Background: an optimization exercise with open tools, aiming at small area and a short achievable clock period. Do not read the settings as production practice. Only simulation tests tie the RTL to the original design; equivalence was not proved. Power figures rest on the tool's default switching activity, not on a simulated workload.

## flow/design.v (module list and top-level ports; edited modules follow where they fit)
// module FA: 4 lines
// module HA: 4 lines
// module XOR2: 3 lines
// module NOR2: 3 lines
// module ALU2: 8397 lines
module ALU2 (
    input  logic clk,
    input  logic reset,
    input  logic [31:0] A, B,
    input  logic [3:0] op,
    output logic [31:0] Y
);
  // ...
==> flow/flow/run.sh <==
#!/bin/bash
set -euo pipefail
bash standard.sh SETUP_SLACK_MARGIN=38 finish > standard_flow.log 2>&1
==> flow/standard.sh <==
#!/bin/bash
# synth_recipe.tcl (not shown) runs the flow's synth.tcl, then flattens the netlist and writes it again
# the make line also repeats each setting of config.mk as NAME=value (left out here)
make -C /OpenROAD-flow-scripts/flow DESIGN_CONFIG=/design/flow/config.mk WORK_HOME=/design/flow/orfs CLKGATE_MAP_FILE= SYNTH_SCRIPT=/design/flow/synth_recipe.tcl "${@:-finish}"
==> flow/config.mk <==
export PLATFORM = sky130hd
export DESIGN_NAME = ALU2
export DESIGN_NICKNAME = ALU2
export VERILOG_FILES = /design/flow/design.v
export SDC_FILE = /design/flow/constraint.sdc
export NUM_CORES = 4
export LEC_CHECK = 0
export ABC_AREA = 1
export CAP_MARGIN = 20
export CORE_MARGIN = 2
export CORE_UTILIZATION = 55
export PLACE_DENSITY = 0.7
export SLEW_MARGIN = 20
export SYNTH_HIERARCHICAL = 1
export SYNTH_MINIMUM_KEEP_SIZE = 0
==> flow/constraint.sdc <==
create_clock -name core_clock -period 75.0 [get_ports {clk}]
set_input_delay 15.0000 -clock core_clock [delete_from_list [all_inputs] [get_ports {clk}]]
set_output_delay 15.0000 -clock core_clock [all_outputs]
set_load 0.01 [all_outputs]
==> impl_metrics.yaml, run 1 <==
floorplan:
  die_h_um: 308
  initial_core_util: 0.556
  fp.dieW_um: 308
global_routing:
  grt_pass1_wl_mm: 325
  overflow: 0
  grt_usage: 0.451
  antenna_found_initial: 15
final_layout:
  layoutNonFillerInstCount: 9361
  multi_input_area_share: 0.737
  fin_area_sq_um: 69300
  inv_count: 739
  buf_share: 0.143
  multi_input_gates: 6073
  clkbuf_count: 17
yosys:
  synthSimpleGateAreaFrac: 0.278
  synth_edf_count: 0
  ys.flop_type: "dfrtp_1"
  yosysTopAreaCell: "ha_1"
  synth_warnings: 7
sta:
  maxSlewViolCount: 2
  min_period_ns: 40.67
  timing.hold.ws_ns: 0.795
  setup_viol: 0
  skew_ns: 0.0206
setup_path:
  endpoint: "regR[31]"
  cp_max_fo: 10
  required_ns: 75.34
  crit_buf_inv: 48
  max_stage_delay_ns: 0.34
  critPathTopFamily: "compound AO/OA/AOI/OAI gates"
  reg2reg_from: "regB[6]"
cts:
  cts_setup_buffers: 761
  cts_max_path_buffers: 2
  cts_resized: 776
  ctsHoldBuffers: 0
power:
  vdd_drop_max_v: 0.000189
  leakage_uw: 0.0358
  pg_comb_uw: 1580
outcome:
  failed_checks: "max-capacitance violations, max-slew violations"
  status: "complete, but fails checks"
route:
  ant_nets: 0
  route.vias.total: 60000
  dr_wl_met2_mm: 99.7
placement:
  hpwl_mm: 141
job:
  drv_cap: 1
==> inputs of run 2 (changes only) <==
==> flow/flow/run.sh (replaced) <==
#!/bin/bash
set -euo pipefail
bash standard.sh SETUP_SLACK_MARGIN=30 finish > standard_flow.log 2>&1
==> impl_metrics.yaml, run 2 <==
yosys:
  synth_edf_count: 0
  ys.flop_type: "dfrtp_1"
  ys_top_cells_by_count: "1627 x nand2_1, 1118 x ha_1, 819 x nor2_1"
  ys_seq_elements: 124
  syn_avg_cell_area_sq_um: 7.22
  synth_area_leaders: "ha_1 27%, fa_1 18%, nand2_1 12%"
  yosysMostFrequentCell: "nand2_1"
  ys_async_sr_fraction: 1.00
  synth_cells: 7053
  synth_warnings: 7
  synth_area_sq_um: 50900
  seq_area_frac_synth: 0.0613
  ys_types: 65
  synth.top_cell.area_share: 0.275
  syn_nets: 8708
  yosysTopAreaCell: "ha_1"
setup_path:
  max_stage_delay_ns: 0.46
  r2r.worst_path.cells: 304
  path_class: "input port to flop"
  critPathSlowestCell: "clkdlybuf4s50_1"
  arrival_ns: 42.55
  endpoint_kind: "flop"
  cp_max_fo: 24
  start_kind: "input port"
  required_ns: 75.35
cts:
  path_clk_slew_ns: 0.07
  h-tree-depth: 4
  cts.sinks: 124
  root_buffer: "clkbuf_16"
  insertion_delay_ns: 0.47
  cts_tree: "yes"
  cts_max_path_buffers: 2
  ctsHoldBuffers: 0
  cts_made_buffers: 17
floorplan:
  die-area_sq_um: 95000
  die_h_um: 308
  initial_core_util: 0.556
  rows: 111
  fp.dieW_um: 308
  core_area_sq_um: 91700
  ios: 102
route:
  drc: 0
  vias_per_cell: 5.95
  route.vias.total: 50100
  dr.pass1.iters: 6
  ant_nets: 0
  wire_per_inst_um: 22.3
  wirelength_mm: 188
  drt-initial-drc-count: 5092
final_layout:
  layoutNonFillerInstCount: 8429
  drive_gt1_frac: 0.0817
  final_nets: 8878
  layout_common_cells: "1611 x nand2_1, 1116 x ha_1, 808 x nor2_1"
  top_regs: "Y x32, regA x32, regB x32"
  syn2layout_area_growth_pct: 9.12
  layout_commonest_cell: "nand2_1"
sta:
  worst_slew_pin_slew_ns: 1.30
  maxSlewViolCount: 0
  grt_setup_unrepaired: "no"
  fmax_mhz: 23.7
  period_share: 0.563
  setup_tns_ns: 0
  setup_viol: 0
  layout_setup_ws_ns: 32.80
  skew_ns: 0.0248
  timing.hold.ws_ns: 0.752
  maxSlewHeadroom: 0.129
  hold_viol_final: 0
  min_period_ns: 42.20
power:
  power.density_nw_per_um2: 27.0
  vdd_drop_max_v: 0.000100
  leakage_uw: 0.0302
global_routing:
  overflow: 0
  first_global_vias: 47700
  antenna_found_initial: 14
  grt_usage: 0.390
  grt_max_degree: 68
  grt_pass1_wl_mm: 281
worst_hold_path:
  min_path_cells: 2
  hold_path.class: "flop to flop"
placement:
  port-buffer-count: 101
  numPlacedInstances: 8302
  hpwl_mm: 143
  pre_cts_ws_ns: 27.74
  gp_congestion: 1.06
job:
  drv_cap: 0
outcome:
  status: "finished clean"
-- run 2: changes by cell type in the layout (fill, tap and decap cells not counted), sizes merged --
cell	delta
clkbuf	-5
bufbuf	-10
clkdlybuf4s15	-3
inv	+2
nand2	-5
clkinvlp	-6
clkdlybuf4s50	+18
clkinv	-10
bufinv	+4
buf	-917
-- run 2: repair_timing --
item                       CTS  global route
gates resized for setup     13           168
setup endpoints to repair   32            47
pin swaps                    0            22
buffers inserted             0            68
cloned                       1            19
-- run 2: modules after synthesis (local to each module, per instance) --
module,cell area [sq um],copies in the design,cells inside
HA,12.5,1054,1
XOR2,18.8,32,5
ALU2,25800,1,4844
NOR2,3.75,528,1
FA,20.0,467,1
-- run 2: cell type report --
class | instances | area [sq um]
multi-input combinational | 6068 | 45000
fill | 8695 | 36100
sequential | 124 | 3120
inverter | 727 | 2800
timing repair buffer | 282 | 2500
tap | 1186 | 1480
clock buffer | 18 | 439
clock inverter | 14 | 203
antenna | 7 | 17.5
timing repair inverter | 3 | 15.0
-- run 2: routing by layer --
metal  track usage  wire length [um]  vias to the layer above  share of wire
met3         0.121             22700                      665           0.12
met1         0.503             75300                    23500           0.40
met5             0               117                        -        0.00062
met2         0.586             78800                     2553           0.42
met4         0.202             11200                       18          0.060
li1              -                 -                    23400              -
-- run 2: power breakdown --
part | switching (uW) | total (uW) | internal, uW
Clock | 37.8 | 95.0 | 57.2
Combinational | 786 | 1320 | 538
Sequential | 8.02 | 82.8 | 74.8
Total | 831 | 1500 | 670
-- run 2: worst paths after layout --
check                      slack, ns      from        to
setup / recovery               32.80     B[28]  regR[26]
hold / removal                  0.75  regQ[29]     Y[29]
setup reg to reg               33.56   regB[2]     Y[31]
hold reg to reg                 0.75  regQ[29]     Y[29]
max in group asynchronous      58.65     reset      Y[1]
min in group asynchronous      14.97     reset  regB[18]
-- run 2: worst max-delay path: cells and delay by family --
family | cells | cell delay, ns
AND/OR/NAND/NOR | 57 | 7.77
AO/OA/AOI/OAI | 77 | 11.88
buffers and inverters | 44 | 3.94
adder cells (fa/ha/maj) | 13 | 3.94
-- run 2: stage by stage --
| step | power, uW | cell area, sq um | util |
|---|---|---|---|
| CTS | 1430 | 54300 | 0.592 |
| floorplan | 846 | 50900 | - |
| finish | 1500 | 55600 | 0.606 |
| global route | 1610 | 55500 | 0.606 |
| detailed placement | 1310 | 53600 | 0.585 |
| global placement | 1310 | 53600 | 0.584 |
-- run 2: kinds of logic (layout without fill, tap and decap cells) --
group / Yosys count / in the layout / synth area share
and+or+nand+nor: 3342 / 3358 / 0.278
muxes: 8 / 8 / 0.00157
AOI/OAI and AO/OA: 1056 / 1056 / 0.122
adders and majority gates: 1585 / 1585 / 0.458
buffers and inverters: 877 / 1044 / 0.0676
DFF: 124 / 124 / 0.0613
other: 0 / 7 / 0
xor gates and xnor gates: 61 / 61 / 0.0105
==> inputs of run 3 (changes only) <==
==> flow/flow/run.sh (replaced) <==
#!/bin/bash
set -euo pipefail
bash standard.sh SETUP_SLACK_MARGIN=33 finish > standard_flow.log 2>&1
==> impl_metrics.yaml, run 3 <==
outcome:
  status: "finished clean"
sta:
  fmax_mhz: 24.9
  maxSlewViolCount: 0
  worst_slew_pin_slew_ns: 1.17
  setup_viol: 0
  min_period_ns: 40.22
  hold_viol_final: 0
  setup_tns_ns: 0
  grt_setup_unrepaired: "no"
  skew_ns: 0.0253
  layout_setup_ws_ns: 34.78
  period_share: 0.536
  maxSlewHeadroom: 0.210
yosys:
  ys_seq_elements: 124
  synth.top_cell.area_share: 0.275
  syn_avg_cell_area_sq_um: 7.22
  synth_area_sq_um: 50900
  ys_async_sr_fraction: 1.00
  yosysTopAreaCell: "ha_1"
  synth_cells: 7053
  ys.flop_type: "dfrtp_1"
  synth_edf_count: 0
  ys_types: 65
  seq_area_frac_synth: 0.0613
  synth_warnings: 7
  syn_nets: 8708
  synth_area_leaders: "ha_1 27%, fa_1 18%, nand2_1 12%"
  ys_top_cells_by_count: "1627 x nand2_1, 1118 x ha_1, 819 x nor2_1"
  yosysMostFrequentCell: "nand2_1"
setup_path:
  endpoint_kind: "flop"
  cp_common_cell: "inv_1"
  path_class: "input port to flop"
  max_stage_delay_ns: 0.46
  cp_max_fo: 13
  arrival_ns: 40.61
  required_ns: 75.39
  critPathSlowestCell: "clkdlybuf4s50_1"
  start_kind: "input port"
route:
  ant_nets: 0
  vias_per_cell: 5.98
  wire_per_inst_um: 22.7
  route.vias.total: 51100
  drc: 0
  wirelength_mm: 194
  drt-initial-drc-count: 5284
  dr.pass1.iters: 6
floorplan:
  die_h_um: 308
  fp.dieW_um: 308
  initial_core_util: 0.556
  die-area_sq_um: 95000
  rows: 111
  ios: 102
  core_area_sq_um: 91700
worst_hold_path:
  hold_path.class: "flop to flop"
global_routing:
  overflow: 0
  antenna_found_initial: 14
  first_global_vias: 48100
  grt_busiest_layer: "met2"
  met3_usage: 0.117
  grt_pass1_wl_mm: 284
  grt.met2_usage: 0.592
  grt_max_degree: 68
  grt_usage: 0.394
  met1_usage: 0.510
power:
  power.density_nw_per_um2: 26.3
  p_int_uw: 680
  p_seq_frac: 0.055
  power_frac_clock: 0.063
  power_uw: 1520
  power_frac_comb: 0.883
  switching_share: 0.552
  vdd_drop_max_v: 0.0000976
  leakage_uw: 0.0310
  p_switching_uw: 839
cts:
  ctsHoldBuffers: 0
  insertion_delay_ns: 0.47
  cts.sinks: 124
  h-tree-depth: 4
  cts_made_buffers: 17
  root_buffer: "clkbuf_16"
  cts_tree: "yes"
  path_clk_slew_ns: 0.07
  cts_max_path_buffers: 2
final_layout:
  layoutNonFillerInstCount: 8540
  layout_commonest_cell: "nand2_1"
  final_nets: 8993
  syn2layout_area_growth_pct: 13.6
  top_regs: "Y x32, regA x32, regB x32"
  layout_common_cells: "1574 x nand2_1, 1082 x ha_1, 802 x nor2_1"
  drive_gt1_frac: 0.124
job:
  drv_cap: 0
placement:
  gp_congestion: 1.06
  pre_cts_ws_ns: 27.74
  port-buffer-count: 101
  numPlacedInstances: 8302
  hpwl_mm: 143
[run 3: cell counts after synthesis]
Identical to the previous run, type by type.
[run 3: path summary, 6_finish.rpt]
kind	startpoint	endpoint	slack, ns	depth (start not counted)
setup reg to reg	regB[2]	Y[29]	35.71	295
hold / removal	regQ[29]	Y[29]	0.75	2
max in group asynchronous	reset	regB[0]	58.61	3
setup / recovery	B[28]	regR[27]	34.78	195
min in group asynchronous	reset	regB[18]	14.98	2
hold reg to reg	regQ[29]	Y[29]	0.75	2
[run 3: worst max-delay path, delay by kind of cell]
family | cells | cell delay [ns]
compound gates | 77 | 11.49
fa+ha+maj | 13 | 3.88
buf+inv | 46 | 4.04
simple gates | 59 | 6.14
[run 3: layout make-up]
class | count | area (sq um)
Tap cell | 1186 | 1480
Antenna cell | 3 | 7.51
Inverter | 727 | 2850
Multi-Input combinational cell | 6072 | 46200
Fill cell | 8379 | 33800
Timing Repair inverter | 3 | 17.5
Clock buffer | 18 | 439
Clock inverter | 14 | 203
Timing Repair Buffer | 393 | 3570
Sequential cell | 124 | 3140
[run 3: logic make-up after synthesis]
group,share of synthesized area
xor gates and xnor gates,0.0105
and+or+nand+nor,0.278
adders and majority gates,0.458
DFF,0.0613
buffers and inverters,0.0676
muxes,0.00157
AOI/OAI and AO/OA,0.122
[run 3: per-stage QoR]
| stage | cell area [sq um] | hold slack (ns) | util |
|---|---|---|---|
| after CTS | 54700 | 0.779 | 0.597 |
| final | 57900 | 0.749 | 0.631 |
| after global placement | 53600 | 0.775 | 0.584 |
| after detailed placement | 53600 | 0.768 | 0.585 |
| after global routing | 57900 | 0.789 | 0.631 |
| after floorplan | 50900 | 0.639 | - |
[run 3: what timing repair did]
item | CTS | global route
endpoints found under the setup margin | 47 | 47
gates cloned | 10 | 23
buffers inserted | 13 | 157
hold endpoints to repair | 0 | 0
resized for setup | 85 | 389
pin swaps | 10 | 135
[run 3: power by group through the flow]
stage	Combinational, uW	Clock [uW]	Sequential [uW]
floorplan	763	0	82.5
global placement	1230	0	83.4
detailed placement	1230	0	83.4
CTS	1260	95.2	82.3
global route	1440	98.8	83.4
finish	1340	95.2	83.0
[run 3: layer usage]
layer,wire [um],up-vias
met1,76800,24000
li1,-,23600
met4,12500,24
met2,81200,2738
met3,23000,713
met5,168,-
[run 3: Yosys stat by module, one instance, submodules excluded]
module / flops+latches / times used / area, sq um
NOR2: 0 / 528 / 3.75
HA: 0 / 1054 / 12.5
FA: 0 / 467 / 20.0
XOR2: 0 / 32 / 18.8
ALU2: 124 / 1 / 25800
==> inputs of run 4 (changes only) <==
==> flow/flow/run.sh (replaced) <==
#!/bin/bash
set -euo pipefail
R=$PWD/orfs/results/sky130hd/ALU2/base
bash standard.sh $R/1_2_yosys.v > synth_flow.log 2>&1
python3 flow/ha2xor.py $R/1_2_yosys.v > ha2xor.log 2>&1
bash standard.sh SETUP_SLACK_MARGIN=33 finish > layout_flow.log 2>&1
==> flow/flow/ha2xor.py (new file) <==
#!/usr/bin/env python3
"""Replace each sky130 half adder whose carry output drives nothing with an
XOR2 cell (same function on the used output, a third less area).
usage: ha2xor.py NETLIST.v   (edited in place)"""
import re, sys
p = sys.argv[1]
t = open(p).read()
inst = re.compile(r'(  sky130_fd_sc_hd__ha_1 (\S+) \(\n\s*\.A\(([^)]*)\),\n\s*\.B\(([^)]*)\),\n\s*\.COUT\(([^)]*)\),\n\s*\.SUM\(([^)]*)\)\n\s*\);)')
# count every use of every net name in pin connections / assigns
uses = {}
for m in re.finditer(r'\.\w+\(([^()]*)\)', t):
    n = m.group(1).strip()
    uses[n] = uses.get(n, 0) + 1
for m in re.finditer(r'assign\s+([^=]+)=([^;]+);', t):
    for n in re.findall(r'[\\\w$.\[\]:]+ ?', m.group(0)):
        n = n.strip()
        uses[n] = uses.get(n, 0) + 1
cnt = 0
def rep(m):
    global cnt
    whole, name, a, b, co, s = m.groups()
    co = co.strip()
    if co == '' or uses.get(co, 0) <= 1:
        cnt += 1
        return f"  sky130_fd_sc_hd__xor2_1 {name} (\n    .A({a}),\n    .B({b}),\n    .X({s})\n  );"
    return whole
t2 = inst.sub(rep, t)
open(p, 'w').write(t2)
print(f"ha2xor: replaced {cnt} half adders")
==> impl_metrics.yaml, run 4 <==
outcome:
  status: "finished clean"
cts:
  h-tree-depth: 4
  cts_tree: "yes"
  cts_max_path_buffers: 2
  cts.sinks: 124
  ctsHoldBuffers: 0
  root_buffer: "clkbuf_16"
  insertion_delay_ns: 0.49
  cts_made_buffers: 17
  path_clk_slew_ns: 0.07
setup_path:
  start_kind: "input port"
  max_stage_delay_ns: 0.49
  crit_buf_inv: 46
  cp.depth: 196
  critPathTopFamily: "compound AO/OA/AOI/OAI gates"
  cp_common_cell: "inv_1"
  critPathSlowestCell: "clkdlybuf4s50_1"
  arrival_ns: 40.56
  r2r.worst_path.cells: 295
  endpoint_kind: "flop"
  cp_max_fo: 13
  path_class: "input port to flop"
  required_ns: 75.41
floorplan:
  ios: 102
  fp.dieW_um: 303
  core_area_sq_um: 88400
  initial_core_util: 0.555
  die_h_um: 303
  die-area_sq_um: 91600
  rows: 109
power:
  power.density_nw_per_um2: 24.2
  leakage_uw: 0.0295
  vdd_drop_max_v: 0.0000697
route:
  vias_per_cell: 5.99
  route.vias.total: 51100
  dr.pass1.iters: 6
  wire_per_inst_um: 22.3
  wirelength_mm: 190
  drt-initial-drc-count: 4933
  drc: 0
  ant_nets: 0
yosys:
  synth_cells: 7053
  synth_warnings: 7
  syn_nets: 8212
  syn_avg_cell_area_sq_um: 6.96
  synth_area_sq_um: 49100
worst_hold_path:
  hold_path.class: "flop to flop"
  min_path_cells: 2
sta:
  setup_tns_ns: 0
  maxSlewViolCount: 0
  timing.hold.ws_ns: 0.811
  layout_setup_ws_ns: 34.85
  setup_viol: 0
  fmax_mhz: 24.9
  skew_ns: 0.0209
  worst_slew_pin_slew_ns: 1.27
  maxSlewHeadroom: 0.152
  hold_viol_final: 0
  grt_setup_unrepaired: "yes"
  min_period_ns: 40.15
  period_share: 0.535
final_layout:
  layout_common_cells: "1565 x nand2_1, 798 x nor2_1, 674 x inv_1"
  final_nets: 8509
  layout_commonest_cell: "nand2_1"
  drive_gt1_frac: 0.130
  syn2layout_area_growth_pct: 15.4
  top_regs: "Y x32, regA x32, regB x32"
global_routing:
  grt_usage: 0.397
  first_global_vias: 48400
  grt_max_degree: 66
  grt_pass1_wl_mm: 277
  antenna_found_initial: 6
  overflow: 0
placement:
  port-buffer-count: 101
  gp_congestion: 1.03
  pre_cts_ws_ns: 26.01
  hpwl_mm: 138
job:
  drv_cap: 0
[run 4: cell type report]
cell class	count	area (sq um)
multi-input cells	6076	44700
fillers	8084	31700
repair buffers	401	3720
flip-flops and latches	124	3140
inverters	727	2890
well taps	1165	1460
clock buffers	17	425
clock inverters	15	259
repair inverters	3	20.0
diodes	1	2.50
[run 4: worst min-delay path, cell delays in order (launching register included)]
cell      delay (ns)
dfstp_2         0.59
a221oi_1        0.12
nand2_1         0.08
[run 4: what timing repair did]
| item | in CTS | in global routing |
|---|---|---|
| gates resized for setup | 126 | 443 |
| cloned | 10 | 28 |
| setup endpoints to repair | 47 | 47 |
| pin swaps | 8 | 161 |
| setup buffers | 14 | 184 |
[run 4: metrics by stage]
stage	power [uW]	area [sq um]	utilization	cells
2_1_floorplan	870	49100	-	7053
3_3_place_gp	1180	51500	0.583	8260
3_5_place_dp	1200	51500	0.583	8260
4_1_cts	1310	52800	0.598	8316
5_1_grt	1490	56600	0.641	8528
6_report	1370	56600	0.641	8529
[run 4: worst paths after layout]
check                          from        to  slack [ns]
setup / recovery              B[30]  regR[28]       34.85
hold / removal             regQ[29]     Y[29]        0.81
setup reg to reg            regB[2]     Y[31]       35.45
hold reg to reg            regQ[29]     Y[29]        0.81
max in group asynchronous     reset  regB[30]       58.70
min in group asynchronous     reset  regA[14]       15.00
[run 4: where the power goes]
part	internal [uW]	total (uW)	switching [uW]	leakage (uW)
Sequential	74.9	84.5	9.53	0.00146
Clock	63.0	102	38.9	0.000327
Combinational	509	1180	675	0.0277
[run 4: routing by layer]
metal	wire, um	global-route usage
met1	73300	0.501
met2	81700	0.613
met3	21400	0.105
met4	13900	0.235
met5	52	0

[afterwards: timing with drivers on the ports]
The results above use ideal ports. As a check the final layouts listed here were re-extracted and re-timed, cells and wires unchanged.
Step 1, drivers: a clkbuf_16 drives clk and a buf_2 each remaining input, both assumed.
Step 2 moves the port delays by t, midway between the first and last clock arrival at a register: inputs arrive t later, outputs are due t later. That takes back most of the time a late clock gives input paths.
a / b / c = ideal ports / drivers / drivers and shift; a / b = the first two.
run | t (ns) | setup WS [ns] | worst hold slack (ns) | worst data-port slew with drivers (ns)
run 1 | 0.522 | 34.327 / 34.360 / 33.837 | 0.795 / 0.795 / 0.795 | 0.07
run 2 | 0.516 | 32.801 / 32.834 / 32.317 | 0.752 / 0.752 / 0.752 | 0.05
run 3 | 0.516 | 34.780 / 34.815 / 34.298 | 0.749 / 0.749 / 0.749 | 0.05
run 4 | 0.536 | 34.851 / 34.889 / 34.353 | 0.811 / 0.811 / 0.811 | 0.11
For run 4, which loses most, drivers alone change the setup slack by +0.038 ns; drivers and shift together by -0.498 ns.
